Context: an optimization exercise on an open-source flow, tuned for small area and a short achievable clock period. The choices shown serve that exercise and are no tape-out recipe. RTL that was checked went through simulation tests only; none was proved equivalent to the original. Power figures rest on the tool's default switching activity, not on a simulated workload.

==> flow/design.v <==
module timer_top
( input wire sys_clk,
  input wire sys_rst_n,
  input wire tim_pwrite,
  input wire tim_psel,
  input wire tim_penable,
  input wire [11:0] tim_paddr,
  input wire [31:0] tim_pwdata,
  input wire [3:0] tim_pstrb,
  input wire dbg_mode,
  output wire [31:0] tim_prdata,
  output wire tim_int,
  output wire tim_pready,
  output wire tim_pslverr
);
reg wait_state;
wire acc = tim_psel & tim_penable;
always @(posedge sys_clk or negedge sys_rst_n)
  if (!sys_rst_n) wait_state <= 1'b0;
  else            wait_state <= acc;
assign tim_pready = acc & wait_state;
reg [7:0] sel;
wire a_ok = (tim_paddr[11:5] == 7'd0) & (tim_paddr[1:0] == 2'd0);
always @(posedge sys_clk)
  sel <= {8{a_ok}} & (8'd1 << tim_paddr[4:2]);
wire s_tcr   = sel[0];
wire s_tdr0  = sel[1];
wire s_tdr1  = sel[2];
wire s_tcmp0 = sel[3];
wire s_tcmp1 = sel[4];
wire s_tier  = sel[5];
wire s_tisr  = sel[6];
wire s_thcsr = sel[7];
wire wr = acc & tim_pwrite;
wire [3:0] st = tim_pstrb;
wire [31:0] wd = tim_pwdata;
reg        timer_en, div_en, halt_req, int_en, int_st, timer_en_pre;
reg  [3:0] div_val;
reg  [7:0] p;
wire halt_ack = halt_req & dbg_mode;
wire err_cond = (timer_en & st[0] & (wd[1] != div_en)) |
                (timer_en & st[1] & (wd[11:8] != div_val)) |
                (st[1] & (wd[11:8] > 4'd8));
reg err_q;
always @(posedge sys_clk or negedge sys_rst_n)
  if (!sys_rst_n) err_q <= 1'b0;
  else            err_q <= err_cond;
wire wr_tcr = wr & s_tcr & ~err_q;
assign tim_pslverr = err_q & s_tcr & tim_pwrite;
always @(posedge sys_clk or negedge sys_rst_n) begin
  if (!sys_rst_n) begin
    timer_en <= 1'b0;
    div_en   <= 1'b0;
    div_val  <= 4'd1;
    halt_req <= 1'b0;
    int_en   <= 1'b0;
  end else begin
    if (wr_tcr & st[0]) begin
      timer_en <= wd[0];
      div_en   <= wd[1];
    end
    if (wr_tcr & st[1]) div_val <= wd[11:8];
    if (wr & s_tier & st[0])  int_en   <= wd[0];
    if (wr & s_thcsr & st[0]) halt_req <= wd[0];
  end
end
reg init;
always @(posedge sys_clk or negedge sys_rst_n)
  if (!sys_rst_n) init <= 1'b0;
  else            init <= 1'b1;
wire [31:0] wd_c = wd | {32{~init}};
reg [63:0] tcmp;
genvar b;
generate for (b = 0; b < 4; b = b + 1) begin : g_tcmp
  always @(posedge sys_clk) begin
    if (~init | (wr & s_tcmp0 & st[b])) tcmp[8*b+7:8*b]     <= wd_c[8*b+7:8*b];
    if (~init | (wr & s_tcmp1 & st[b])) tcmp[8*b+39:8*b+32] <= wd_c[8*b+7:8*b];
  end
end endgenerate
function [7:0] lim;
  input [3:0] d;
  case (d)
    4'd1: lim = 8'd1;
    4'd2: lim = 8'd3;
    4'd3: lim = 8'd7;
    4'd4: lim = 8'd15;
    4'd5: lim = 8'd31;
    4'd6: lim = 8'd63;
    4'd7: lim = 8'd127;
    4'd8: lim = 8'd255;
    default: lim = 8'd0;
  endcase
endfunction
reg ph;
wire p_rst = ~timer_en | ~div_en | ph;
wire [7:0] p_inc;
assign p_inc[0] = ~p[0];
genvar i;
generate for (i = 1; i < 8; i = i + 1) begin : g_pinc
  assign p_inc[i] = p[i] ^ (&p[i-1:0]);
end endgenerate
wire wen_dv = wr_tcr & st[1];
wire ph_nxt = halt_ack ? (wen_dv ? (p == lim(wd[11:8])) : ph)
            : p_rst    ? (lim(wen_dv ? wd[11:8] : div_val) == 8'd0)
            :            (p_inc == lim(div_val));
always @(posedge sys_clk or negedge sys_rst_n)
  if (!sys_rst_n) begin
    p  <= 8'd0;
    ph <= 1'b0;
  end else begin
    if (!halt_ack) p <= p_rst ? 8'd0 : p_inc;
    ph <= ph_nxt;
  end
wire cnt_en = timer_en & ~halt_ack & (~div_en | (div_val == 4'd0) | ph);
always @(posedge sys_clk or negedge sys_rst_n)
  if (!sys_rst_n) timer_en_pre <= 1'b0;
  else            timer_en_pre <= timer_en;
wire cnt_clr = timer_en_pre & ~timer_en;
wire wr_tdr0 = wr & s_tdr0;
wire wr_tdr1 = wr & s_tdr1;
wire inc = cnt_en & ~wr_tdr0 & ~wr_tdr1;
reg cnt_v;
always @(posedge sys_clk or negedge sys_rst_n)
  if (!sys_rst_n) cnt_v <= 1'b0;
  else            cnt_v <= ~cnt_clr;
reg [63:0] cnt_q;
wire [63:0] cnt = cnt_q & {64{cnt_v}};
wire [15:0] g4;
wire [15:0] gp;    
generate for (i = 0; i < 16; i = i + 1) begin : g_grp
  assign g4[i] = &cnt_q[4*i+3:4*i];
  if (i == 0) begin : g0
    assign gp[i] = 1'b1;
  end else begin : gn
    assign gp[i] = &g4[i-1:0];
  end
end endgenerate
wire [63:0] tog;
generate for (i = 0; i < 64; i = i + 1) begin : g_tog
  if (i % 4 == 0) begin : j0
    assign tog[i] = inc & gp[i/4];
  end else begin : jn
    assign tog[i] = inc & gp[i/4] & (&cnt_q[i-1:(i/4)*4]);
  end
end endgenerate
wire [63:0] cnt_inc = cnt_v ? (cnt_q ^ tog) : {63'd0, inc};
generate for (b = 0; b < 4; b = b + 1) begin : g_cnt
  always @(posedge sys_clk) begin
    cnt_q[8*b+7:8*b]     <= (wr_tdr0 & st[b]) ? wd[8*b+7:8*b] : cnt_inc[8*b+7:8*b];
    cnt_q[8*b+39:8*b+32] <= (wr_tdr1 & st[b]) ? wd[8*b+7:8*b] : cnt_inc[8*b+39:8*b+32];
  end
end endgenerate
wire int_set = init & (cnt_v ? (cnt_q == tcmp) : (tcmp == 64'd0));
wire int_clr_req = wr & s_tisr & st[0] & wd[0];
always @(posedge sys_clk or negedge sys_rst_n)
  if (!sys_rst_n) int_st <= 1'b0;
  else            int_st <= int_st ? ~int_clr_req : int_set;
assign tim_int = int_en & int_st;
reg rs_tdr0, rs_tdr1;
always @(posedge sys_clk) begin
  rs_tdr0 <= a_ok & (tim_paddr[4:2] == 3'd1) & ~cnt_clr;
  rs_tdr1 <= a_ok & (tim_paddr[4:2] == 3'd2) & ~cnt_clr;
end
assign tim_prdata =
    ({32{s_tcr}}   & {20'b0, div_val, 6'b0, div_en, timer_en}) |
    ({32{rs_tdr0}} & cnt_q[31:0]) |
    ({32{rs_tdr1}} & cnt_q[63:32]) |
    ({32{s_tcmp0}} & tcmp[31:0]) |
    ({32{s_tcmp1}} & tcmp[63:32]) |
    ({32{s_tier}}  & {31'b0, int_en}) |
    ({32{s_tisr}}  & {31'b0, int_st}) |
    ({32{s_thcsr}} & {30'b0, halt_ack, halt_req});
endmodule
Settings: LEC_CHECK=0, CAP_MARGIN=20, CORE_MARGIN=2, CORE_UTILIZATION=40, CTS_BUF_LIST=sky130_fd_sc_hd__clkbuf_8, SETUP_SLACK_MARGIN=2.0, SLEW_MARGIN=20; clock period 5.0 ns.
standard.sh (not shown) runs the stock make flow with config.mk's settings and CLKGATE_MAP_FILE= SYNTH_SCRIPT=/design/flow/synth_recipe.tcl, a recipe that flattens the netlist after the stock synthesis.
==> flow/flow/run.sh <==
#!/bin/bash
# Layout: the standard flow's synthesis script with its own ABC mapping script, then
# the standard flow for the remaining steps, with plain buffers on the
# ports. Each tool's output goes to a log file here.
set -euo pipefail
HERE=$(pwd)
export OWN_ABC_SCRIPT=$HERE/flow/abc_map.script
make -C $FLOW_HOME DESIGN_CONFIG=$FLOW_CONFIG WORK_HOME=$HERE/orfs CLKGATE_MAP_FILE= \
  SYNTH_SCRIPT=$HERE/flow/synth_own.tcl synth > $HERE/synth.log 2>&1
bash standard.sh "BUFFER_PORTS_ARGS=-buffer_cell sky130_fd_sc_hd__buf_2" finish > $HERE/standard.log 2>&1
==> flow/flow/abc_map.script <==
&get -n
&st
&syn2
&dch -f
&nf -a -R 1000
&put
topo
==> flow/flow/synth_own.tcl <==
# synth_recipe.tcl, with ABC's cell mapping run by flow/abc_map.script, an
# area-oriented mapping; the layout flow buffers and sizes afterwards.
proc synth {args} { yosys synth -nofsm -noshare {*}$args }
proc abc {args} {
  set i [lsearch -exact $args -script]
  if {$i >= 0} { lset args [expr {$i + 1}] $::env(OWN_ABC_SCRIPT) }
  yosys abc {*}$args
}
source $::env(SCRIPTS_DIR)/synth.tcl
# left out here: clear keep_hierarchy, flatten, clean up, hide names made inside functions, write 1_2_yosys.v
Rerun with:
--- a/flow/design.v
+++ b/flow/design.v
@@ -12,15 +12,14 @@
   output wire tim_int,
   output wire tim_pready,
   output wire tim_pslverr
 );
 reg wait_state;
 wire acc = tim_psel & tim_penable;
-always @(posedge sys_clk or negedge sys_rst_n)
-  if (!sys_rst_n) wait_state <= 1'b0;
-  else            wait_state <= acc;
+always @(posedge sys_clk)
+  wait_state <= acc;
 assign tim_pready = acc & wait_state;
 reg [7:0] sel;
 wire a_ok = (tim_paddr[11:5] == 7'd0) & (tim_paddr[1:0] == 2'd0);
 always @(posedge sys_clk)
   sel <= {8{a_ok}} & (8'd1 << tim_paddr[4:2]);
 wire s_tcr   = sel[0];
@@ -39,15 +38,14 @@
 reg  [7:0] p;
 wire halt_ack = halt_req & dbg_mode;
 wire err_cond = (timer_en & st[0] & (wd[1] != div_en)) |
                 (timer_en & st[1] & (wd[11:8] != div_val)) |
                 (st[1] & (wd[11:8] > 4'd8));
 reg err_q;
-always @(posedge sys_clk or negedge sys_rst_n)
-  if (!sys_rst_n) err_q <= 1'b0;
-  else            err_q <= err_cond;
+always @(posedge sys_clk)
+  err_q <= err_cond;
 wire wr_tcr = wr & s_tcr & ~err_q;
 assign tim_pslverr = err_q & s_tcr & tim_pwrite;
 always @(posedge sys_clk or negedge sys_rst_n) begin
   if (!sys_rst_n) begin
     timer_en <= 1'b0;
     div_en   <= 1'b0;
@@ -100,24 +98,26 @@
   assign p_inc[i] = p[i] ^ (&p[i-1:0]);
 end endgenerate
 wire wen_dv = wr_tcr & st[1];
 wire ph_nxt = halt_ack ? (wen_dv ? (p == lim(wd[11:8])) : ph)
             : p_rst    ? (lim(wen_dv ? wd[11:8] : div_val) == 8'd0)
             :            (p_inc == lim(div_val));
+always @(posedge sys_clk) begin
+  if (!halt_ack) p <= p_rst ? 8'd0 : p_inc;
+  ph <= ph_nxt;
+end
+wire       te_nxt = (wr_tcr & st[0]) ? wd[0]    : timer_en;
+wire       de_nxt = (wr_tcr & st[0]) ? wd[1]    : div_en;
+wire [3:0] dv_nxt = (wr_tcr & st[1]) ? wd[11:8] : div_val;
+reg tick0;
 always @(posedge sys_clk or negedge sys_rst_n)
-  if (!sys_rst_n) begin
-    p  <= 8'd0;
-    ph <= 1'b0;
-  end else begin
-    if (!halt_ack) p <= p_rst ? 8'd0 : p_inc;
-    ph <= ph_nxt;
-  end
-wire cnt_en = timer_en & ~halt_ack & (~div_en | (div_val == 4'd0) | ph);
-always @(posedge sys_clk or negedge sys_rst_n)
-  if (!sys_rst_n) timer_en_pre <= 1'b0;
-  else            timer_en_pre <= timer_en;
+  if (!sys_rst_n) tick0 <= 1'b0;
+  else            tick0 <= te_nxt & (~de_nxt | (dv_nxt == 4'd0));
+wire cnt_en = ~halt_ack & (tick0 | (timer_en & ph));
+always @(posedge sys_clk)
+  timer_en_pre <= timer_en;
 wire cnt_clr = timer_en_pre & ~timer_en;
 wire wr_tdr0 = wr & s_tdr0;
 wire wr_tdr1 = wr & s_tdr1;
 wire inc = cnt_en & ~wr_tdr0 & ~wr_tdr1;
 reg cnt_v;
 always @(posedge sys_clk or negedge sys_rst_n)
Outcome:
- The new run finished clean
- combinational power rose by about 80%
- die area falls by 0.36%
- total power rises by 6.3%
- core utilization grows by 1.0 points
- worst hold slack loses 100 ps
- first-iteration DRC count fell by 16%
- design area rose by about 2.2%
- clock-buffer cell count rose by 2
- routed wire length went up by 2.6%
- sequential power is higher by about 7%
- worst setup slack loses 370 ps
- non-clock buffer count rises by 16
- global-route usage rises by 0.19 points

---

Another version of the RTL of timer_top (not shown whole).
Size in the first run: ~840 cells after synthesis, about 160 flip-flops, about 89 I/O pins, about 0.0083 mm^2 of cells after synthesis.
==> module timer_top, before the edit <==
module timer_top
( input wire sys_clk,
  input wire sys_rst_n,
  input wire tim_pwrite,
  input wire tim_psel,
  input wire tim_penable,
  input wire [11:0] tim_paddr,
  input wire [31:0] tim_pwdata,
  input wire [3:0] tim_pstrb,
  input wire dbg_mode,
  output wire [31:0] tim_prdata,
  output wire tim_int,
  output wire tim_pready,
  output wire tim_pslverr
);
reg wait_state;
wire acc = tim_psel & tim_penable;
always @(posedge sys_clk)
  wait_state <= acc;
assign tim_pready = acc & wait_state;
reg [7:0] sel;
wire a_ok = (tim_paddr[11:5] == 7'd0) & (tim_paddr[1:0] == 2'd0);
always @(posedge sys_clk)
  sel <= {8{a_ok}} & (8'd1 << tim_paddr[4:2]);
wire s_tcr   = sel[0];
wire s_tdr0  = sel[1];
wire s_tdr1  = sel[2];
wire s_tcmp0 = sel[3];
wire s_tcmp1 = sel[4];
wire s_tier  = sel[5];
wire s_tisr  = sel[6];
wire s_thcsr = sel[7];
reg wr;
always @(posedge sys_clk or negedge sys_rst_n)
  if (!sys_rst_n) wr <= 1'b0;
  else            wr <= tim_psel & ~tim_pready & tim_pwrite;
wire [3:0] st = tim_pstrb;
wire [31:0] wd = tim_pwdata;
reg        timer_en, div_en, halt_req, int_en, int_st, timer_en_pre;
reg  [3:0] div_val;
reg  [7:0] p;
wire halt_ack = halt_req & dbg_mode;
wire err_cond = (timer_en & st[0] & (wd[1] != div_en)) |
                (timer_en & st[1] & (wd[11:8] != div_val)) |
                (st[1] & (wd[11:8] > 4'd8));
reg err_q;
always @(posedge sys_clk)
  err_q <= err_cond;
wire wr_tcr = wr & s_tcr & ~err_q;
assign tim_pslverr = err_q & s_tcr & wr;
always @(posedge sys_clk or negedge sys_rst_n) begin
  if (!sys_rst_n) begin
    timer_en <= 1'b0;
    div_en   <= 1'b0;
    div_val  <= 4'd1;
    halt_req <= 1'b0;
    int_en   <= 1'b0;
  end else begin
    if (wr_tcr & st[0]) begin
      timer_en <= wd[0];
      div_en   <= wd[1];
    end
    if (wr_tcr & st[1]) div_val <= wd[11:8];
    if (wr & s_tier & st[0])  int_en   <= wd[0];
    if (wr & s_thcsr & st[0]) halt_req <= wd[0];
  end
end
reg init;
always @(posedge sys_clk or negedge sys_rst_n)
  if (!sys_rst_n) init <= 1'b0;
  else            init <= 1'b1;
wire [31:0] wd_c = wd | {32{~init}};
reg [63:0] tcmp;
genvar b;
generate for (b = 0; b < 4; b = b + 1) begin : g_tcmp
  always @(posedge sys_clk) begin
    if (~init | (wr & s_tcmp0 & st[b])) tcmp[8*b+7:8*b]     <= wd_c[8*b+7:8*b];
    if (~init | (wr & s_tcmp1 & st[b])) tcmp[8*b+39:8*b+32] <= wd_c[8*b+7:8*b];
  end
end endgenerate
function [7:0] lim;
  input [3:0] d;
  case (d)
    4'd1: lim = 8'd1;
    4'd2: lim = 8'd3;
    4'd3: lim = 8'd7;
    4'd4: lim = 8'd15;
    4'd5: lim = 8'd31;
    4'd6: lim = 8'd63;
    4'd7: lim = 8'd127;
    4'd8: lim = 8'd255;
    default: lim = 8'd0;
  endcase
endfunction
wire ph = (p == lim(div_val));
wire p_rst = ~timer_en | ~div_en | ph;
wire [7:0] p_inc;
assign p_inc[0] = ~p[0];
genvar i;
generate for (i = 1; i < 8; i = i + 1) begin : g_pinc
  assign p_inc[i] = p[i] ^ (&p[i-1:0]);
end endgenerate
always @(posedge sys_clk) begin
  if (!halt_ack) p <= p_rst ? 8'd0 : p_inc;
end
wire       te_nxt = (wr_tcr & st[0]) ? wd[0]    : timer_en;
wire       de_nxt = (wr_tcr & st[0]) ? wd[1]    : div_en;
wire [3:0] dv_nxt = (wr_tcr & st[1]) ? wd[11:8] : div_val;
reg tick0;
always @(posedge sys_clk or negedge sys_rst_n)
  if (!sys_rst_n) tick0 <= 1'b0;
  else            tick0 <= te_nxt & (~de_nxt | (dv_nxt == 4'd0));
wire cnt_en = ~halt_ack & (tick0 | (timer_en & ph));
always @(posedge sys_clk)
  timer_en_pre <= timer_en;
wire cnt_clr = timer_en_pre & ~timer_en;
wire wr_tdr0 = wr & s_tdr0;
wire wr_tdr1 = wr & s_tdr1;
wire inc = cnt_en & ~wr_tdr0 & ~wr_tdr1;
reg cnt_v;
always @(posedge sys_clk or negedge sys_rst_n)
  if (!sys_rst_n) cnt_v <= 1'b0;
  else            cnt_v <= ~cnt_clr;
reg [63:0] cnt_q;
wire [63:0] cnt = cnt_q & {64{cnt_v}};
wire [15:0] g4;
wire [15:0] gp;    
generate for (i = 0; i < 16; i = i + 1) begin : g_grp
  assign g4[i] = &cnt_q[4*i+3:4*i];
  if (i == 0) begin : g0
    assign gp[i] = 1'b1;
  end else begin : gn
    assign gp[i] = &g4[i-1:0];
  end
end endgenerate
wire [63:0] tog;
generate for (i = 0; i < 64; i = i + 1) begin : g_tog
  if (i % 4 == 0) begin : j0
    assign tog[i] = inc & gp[i/4];
  end else begin : jn
    assign tog[i] = inc & gp[i/4] & (&cnt_q[i-1:(i/4)*4]);
  end
end endgenerate
wire [63:0] cnt_inc = cnt_v ? (cnt_q ^ tog) : {63'd0, inc};
generate for (b = 0; b < 4; b = b + 1) begin : g_cnt
  always @(posedge sys_clk) begin
    cnt_q[8*b+7:8*b]     <= (wr_tdr0 & st[b]) ? wd[8*b+7:8*b] : cnt_inc[8*b+7:8*b];
    cnt_q[8*b+39:8*b+32] <= (wr_tdr1 & st[b]) ? wd[8*b+7:8*b] : cnt_inc[8*b+39:8*b+32];
  end
end endgenerate
wire int_set = init & (cnt_v ? (cnt_q == tcmp) : (tcmp == 64'd0));
wire int_clr_req = wr & s_tisr & st[0] & wd[0];
always @(posedge sys_clk or negedge sys_rst_n)
  if (!sys_rst_n) int_st <= 1'b0;
  else            int_st <= int_st ? ~int_clr_req : int_set;
assign tim_int = int_en & int_st;
reg rs_tdr0, rs_tdr1;
always @(posedge sys_clk) begin
  rs_tdr0 <= a_ok & (tim_paddr[4:2] == 3'd1) & ~cnt_clr;
  rs_tdr1 <= a_ok & (tim_paddr[4:2] == 3'd2) & ~cnt_clr;
end
assign tim_prdata =
    ({32{s_tcr}}   & {20'b0, div_val, 6'b0, div_en, timer_en}) |
    ({32{rs_tdr0}} & cnt_q[31:0]) |
    ({32{rs_tdr1}} & cnt_q[63:32]) |
    ({32{s_tcmp0}} & tcmp[31:0]) |
    ({32{s_tcmp1}} & tcmp[63:32]) |
    ({32{s_tier}}  & {31'b0, int_en}) |
    ({32{s_tisr}}  & {31'b0, int_st}) |
    ({32{s_thcsr}} & {30'b0, halt_ack, halt_req});
endmodule
export LEC_CHECK = 0
export CAP_MARGIN = 20
export CORE_MARGIN = 2
export CORE_UTILIZATION = 60
export CTS_BUF_LIST = sky130_fd_sc_hd__clkbuf_8
export SETUP_SLACK_MARGIN = 2.4
export SLEW_MARGIN = 20
create_clock -name core_clock -period 5.0 [get_ports {sys_clk}]
==> flow/flow/abc_map.script <==
&get -n
&st
&dch -f
&nf
&put
topo
==> flow/flow/synth_own.tcl <==
# synth_recipe.tcl, with ABC's cell mapping run by flow/abc_map.script (a
# delay-oriented mapping without ABC's restructuring and buffering) and
# without the slow a222oi cell; the layout flow buffers and sizes.
proc synth {args} { yosys synth -nofsm -noshare {*}$args }
proc abc {args} {
  set i [lsearch -exact $args -script]
  if {$i >= 0} { lset args [expr {$i + 1}] $::env(OWN_ABC_SCRIPT) }
  lappend args -dont_use sky130_fd_sc_hd__a222oi_1
  yosys abc {*}$args
}
source $::env(SCRIPTS_DIR)/synth.tcl
# left out here: clear keep_hierarchy, flatten, clean up, hide names made inside functions, write 1_2_yosys.v
Scripts as last shown in full above: flow/flow/run.sh
Change:
--- a/flow/design.v
+++ b/flow/design.v
@@ -93,5 +93,19 @@
   endcase
 endfunction
-wire ph = (p == lim(div_val));
+function [7:0] lim_m1;
+  input [3:0] d;
+  case (d)
+    4'd1: lim_m1 = 8'd0;
+    4'd2: lim_m1 = 8'd2;
+    4'd3: lim_m1 = 8'd6;
+    4'd4: lim_m1 = 8'd14;
+    4'd5: lim_m1 = 8'd30;
+    4'd6: lim_m1 = 8'd62;
+    4'd7: lim_m1 = 8'd126;
+    4'd8: lim_m1 = 8'd254;
+    default: lim_m1 = 8'd255;
+  endcase
+endfunction
+reg ph;
 wire p_rst = ~timer_en | ~div_en | ph;
 wire [7:0] p_inc;
@@ -101,6 +115,11 @@
   assign p_inc[i] = p[i] ^ (&p[i-1:0]);
 end endgenerate
+wire wen_dv = wr_tcr & st[1];
+wire ph_nxt = halt_ack ? (wen_dv ? (p == lim(wd[11:8])) : ph)
+            : p_rst    ? (lim(wen_dv ? wd[11:8] : div_val) == 8'd0)
+            :            (p == lim_m1(div_val));
 always @(posedge sys_clk) begin
   if (!halt_ack) p <= p_rst ? 8'd0 : p_inc;
+  ph <= ph_nxt;
 end
 wire       te_nxt = (wr_tcr & st[0]) ? wd[0]    : timer_en;
@@ -155,8 +174,11 @@
   else            int_st <= int_st ? ~int_clr_req : int_set;
 assign tim_int = int_en & int_st;
-reg rs_tdr0, rs_tdr1;
+reg rs_tdr0, rs_tdr1, rs_tcmp0, rs_tcmp1, halt_q;
 always @(posedge sys_clk) begin
-  rs_tdr0 <= a_ok & (tim_paddr[4:2] == 3'd1) & ~cnt_clr;
-  rs_tdr1 <= a_ok & (tim_paddr[4:2] == 3'd2) & ~cnt_clr;
+  rs_tdr0  <= a_ok & (tim_paddr[4:2] == 3'd1) & ~tim_pwrite & ~cnt_clr;
+  rs_tdr1  <= a_ok & (tim_paddr[4:2] == 3'd2) & ~tim_pwrite & ~cnt_clr;
+  rs_tcmp0 <= a_ok & (tim_paddr[4:2] == 3'd3) & ~tim_pwrite;
+  rs_tcmp1 <= a_ok & (tim_paddr[4:2] == 3'd4) & ~tim_pwrite;
+  halt_q   <= a_ok & (tim_paddr[4:2] == 3'd7) & halt_req;
 end
 assign tim_prdata =
@@ -164,8 +186,9 @@
     ({32{rs_tdr0}} & cnt_q[31:0]) |
     ({32{rs_tdr1}} & cnt_q[63:32]) |
-    ({32{s_tcmp0}} & tcmp[31:0]) |
-    ({32{s_tcmp1}} & tcmp[63:32]) |
+    ({32{rs_tcmp0}} & tcmp[31:0]) |
+    ({32{rs_tcmp1}} & tcmp[63:32]) |
     ({32{s_tier}}  & {31'b0, int_en}) |
     ({32{s_tisr}}  & {31'b0, int_st}) |
-    ({32{s_thcsr}} & {30'b0, halt_ack, halt_req});
+    ({32{s_thcsr}} & {31'b0, halt_req}) |
+    {30'b0, halt_q & dbg_mode, 1'b0};
 endmodule
What happened: Die area increases by 4.1%; worst setup slack is better by 0.35 ns; cell area decreases by 5.9%; wire length decreases by 3.5%; total power increases by 1.4%; critical path depth decreases by 5; via count decreases by 3.7%; worst hold slack is better by 0.024 ns; sequential power increases by about 3%; register-to-register slack is better by 0.42 ns; global-route usage decreases by 1.8 points; fmax increases by 13%.
No run of this note included a check of the RTL's function; only the layout flow was run.

[port drivers added, routing unchanged]
In the flow no input, the clock included, has a driving cell. The finished layouts below were timed again as built, in two steps.
Step 1 (the two cells are an assumption about what drives the block):
set clk [get_ports {sys_clk}]
set_driving_cell -lib_cell sky130_fd_sc_hd__clkbuf_16 $clk
set_driving_cell -lib_cell sky130_fd_sc_hd__buf_2 [delete_from_list [all_inputs] $clk]
Step 2 moves the port delays by t, midway between the first and last clock arrival at a register: inputs arrive t later, outputs are due t later. That takes back most of the time a late clock gives input paths.
Slacks: ideal ports / drivers / drivers and shift; pairs: ideal ports / drivers.
run | t (ns) | slack for setup (ns) | worst setup path after step 2 | worst register clock-pin slew, ns | worst data-port slew with drivers (ns)
the first run of note 1 | 0.495 | 2.077 / 2.097 / 1.602 | input to register | 0.09 / 0.09 | 0.04
the second run of note 1 | 0.511 | 1.708 / 1.708 / 1.197 | input to register | 0.10 / 0.10 | 0.05
the first run of note 2 | 0.524 | 2.014 / 2.014 / 1.923 | input to register | 0.10 / 0.10 | 0.04
the second run of note 2 | 0.502 | 2.364 / 2.325 / 1.929 | input to register | 0.10 / 0.10 | 0.04
After both steps every run listed still meets setup and hold. For the second run of note 1, which loses most, drivers alone change the setup slack by 0.000 ns; drivers and shift together by -0.511 ns.
